Context: an optimization exercise on an open-source flow, tuned for small area. The choices shown serve that exercise and are no tape-out recipe.
Function was checked by simulation only, so behaviour that the tests miss may differ from the original.

## branch delta
==> flow/design.v (excerpt) <==
module wiv_ex(
    input         clk,
    input         rst,
    input         stall,
    input         flush,
    input         id_valid,
    input  [63:0] id_pc,
    input  [6:0]  id_opcode,
    input  [2:0]  id_funct3,
    input  [6:0]  id_funct7,
    input  [63:0] id_dat_a,
    input  [63:0] id_dat_b,
    input  [4:0]  id_rd,
    input  [11:0] id_csr,
    input         id_we,
    input         id_ld,
    input         id_st,
    input         id_csr_st,
    input         id_amo,
    output        ex_valid,
    output [63:0] ex_pc,
    output [2:0]  ex_funct3,
    output [4:0]  ex_funct5,
    output [63:0] ex_data,
    output [63:0] ex_addr,
    output [4:0]  ex_rd,
    output [11:0] ex_csr,
    output [63:0] ex_csr_data,
    output        ex_we,
    output        ex_ld,
    output        ex_st,
    output        ex_csr_st,
    output        ex_amo
);
core_ex u_ex(
    .clk(clk),
    .rst(rst),
    .stall(stall),
    .flush(flush),
    .id_valid(id_valid),
    .id_pc(id_pc),
    .id_opcode(id_opcode),
    .id_funct3(id_funct3),
  ...
Size: roughly 2200 cells after synthesis, roughly 230 flip-flops, ~0.017 sq mm of cells after synthesis.
Settings: LEC_CHECK=0, ABC_AREA=1, CAP_MARGIN=10, CORE_MARGIN=2, CORE_UTILIZATION=50, PLACE_DENSITY=0.65, SETUP_SLACK_MARGIN=0.25, SLEW_MARGIN=10, SYNTH_HIERARCHICAL=1, SYNTH_MINIMUM_KEEP_SIZE=0; clock period 7.0 ns.
standard.sh (not shown) runs the stock make flow with config.mk's settings and CLKGATE_MAP_FILE= SYNTH_SCRIPT=/design/flow/synth_recipe.tcl, a recipe that flattens the netlist after the stock synthesis.
==> flow/flow/run.sh <==
#!/bin/bash
# Own layout flow: the standard flow (standard.sh) with these changes:
#  - synthesis (flow/synth.tcl, the standard script with the abc call wrapped) maps
#    the adder module with the standard ABC script and every other module with an
#    area-oriented one (flow/abc_small.script); registers are mapped before ABC,
#    exactly as in the standard synthesis;
#  - the port buffers that placement inserts are sky130_fd_sc_hd__buf_1;
#  - clock tree synthesis uses clkbuf_2 (clkbuf_8 at the root) and no dummy loads.
set -euo pipefail
WORK=$(cd "$(dirname "$0")/.." && pwd)
export MY_ABC_AREA="$WORK/flow/abc_small.script"
export MY_ABC_FAST_MODULES="ex_add64"
export BUFFER_PORTS_ARGS="-buffer_cell sky130_fd_sc_hd__buf_1"
export CTS_ARGS="-sink_clustering_enable -repair_clock_nets -buf_list sky130_fd_sc_hd__clkbuf_2 -root_buf sky130_fd_sc_hd__clkbuf_8 -dont_use_dummy_load"
sed "s#SYNTH_SCRIPT=[^ ]*#SYNTH_SCRIPT=$WORK/flow/synth.tcl#" "$WORK/standard.sh" > "$WORK/own_standard.sh"
bash "$WORK/own_standard.sh" > "$WORK/own_flow.log" 2>&1
==> flow/flow/abc_small.script <==
strash
dch
amap -F 4 -A 10
topo
==> flow/flow/synth.tcl <==
proc synth {args} { yosys synth -nofsm -noshare {*}$args }
proc abc {args} {
  set i [lsearch -exact $args -script]
  if {$i >= 0 && [info exists ::env(MY_ABC_AREA)] && $::env(MY_ABC_AREA) ne ""} {
    set small $args
    lset small [expr {$i + 1}] $::env(MY_ABC_AREA)
    set fast [list]
    foreach m $::env(MY_ABC_FAST_MODULES) {
      lappend fast "=$m"
      if {[llength $fast] > 1} { lappend fast %u }
    }
    if {[llength $fast] > 0} {
      yosys abc {*}$args {*}$fast
      yosys abc {*}$small {*}$fast %n
    } else {
      yosys abc {*}$small
    }
  } else {
    yosys abc {*}$args
  }
}
source $::env(SCRIPTS_DIR)/synth.tcl
# left out here: clear keep_hierarchy, flatten, clean up, hide names made inside functions, write 1_2_yosys.v
Setup changes, branch delta to branch garnet
Settings: changing SETUP_SLACK_MARGIN from 0.25 to 0.1.
## What came out
Between branch garnet and branch delta, it is branch garnet whose tightest slew margin relative to the limit is higher, by 4.9 points.
Comparing branch delta and branch garnet, the lower global routing usage summed across all routing layers was measured on branch garnet.
Cmp branch delta and branch garnet / wire length / lower: branch garnet
Against branch delta, branch garnet comes in 0.15 points higher on sequential share of layout area.
Comparing branch delta with branch garnet, the source-to-sink clock delay at the later pin of the worst-skew pair came out essentially unchanged.
| placed cell area | branch garnet vs branch delta | ≈ equal |
branch garnet went all the way through synthesis, placement and routing and the layout is clean on timing, DRC and antenna.

==> re-timing with driven ports <==
The results above use ideal ports. As a check the final layouts listed here were re-extracted and re-timed, cells and wires unchanged. Step 1, drivers: a clkbuf_16 drives clk and a buf_2 each remaining input, both assumed. Step 2 moves the port delays by t, midway between the first and last clock arrival at a register: inputs arrive t later, outputs are due t later. That takes back most of the time a late clock gives input paths. Slacks: ideal ports / drivers / drivers and shift; pairs: ideal ports / drivers.
run | t (ns) | setup slack, ns | latest minus earliest clock arrival (ns) | pins driven straight from the clock port
branch delta | 0.641 | 0.296 / 0.241 / 0.882 | 0.055 / 0.055 | 1
branch garnet | 0.656 | 0.182 / 0.130 / 0.787 | 0.086 / 0.085 | 1
After both steps setup and hold are still met in every run listed.
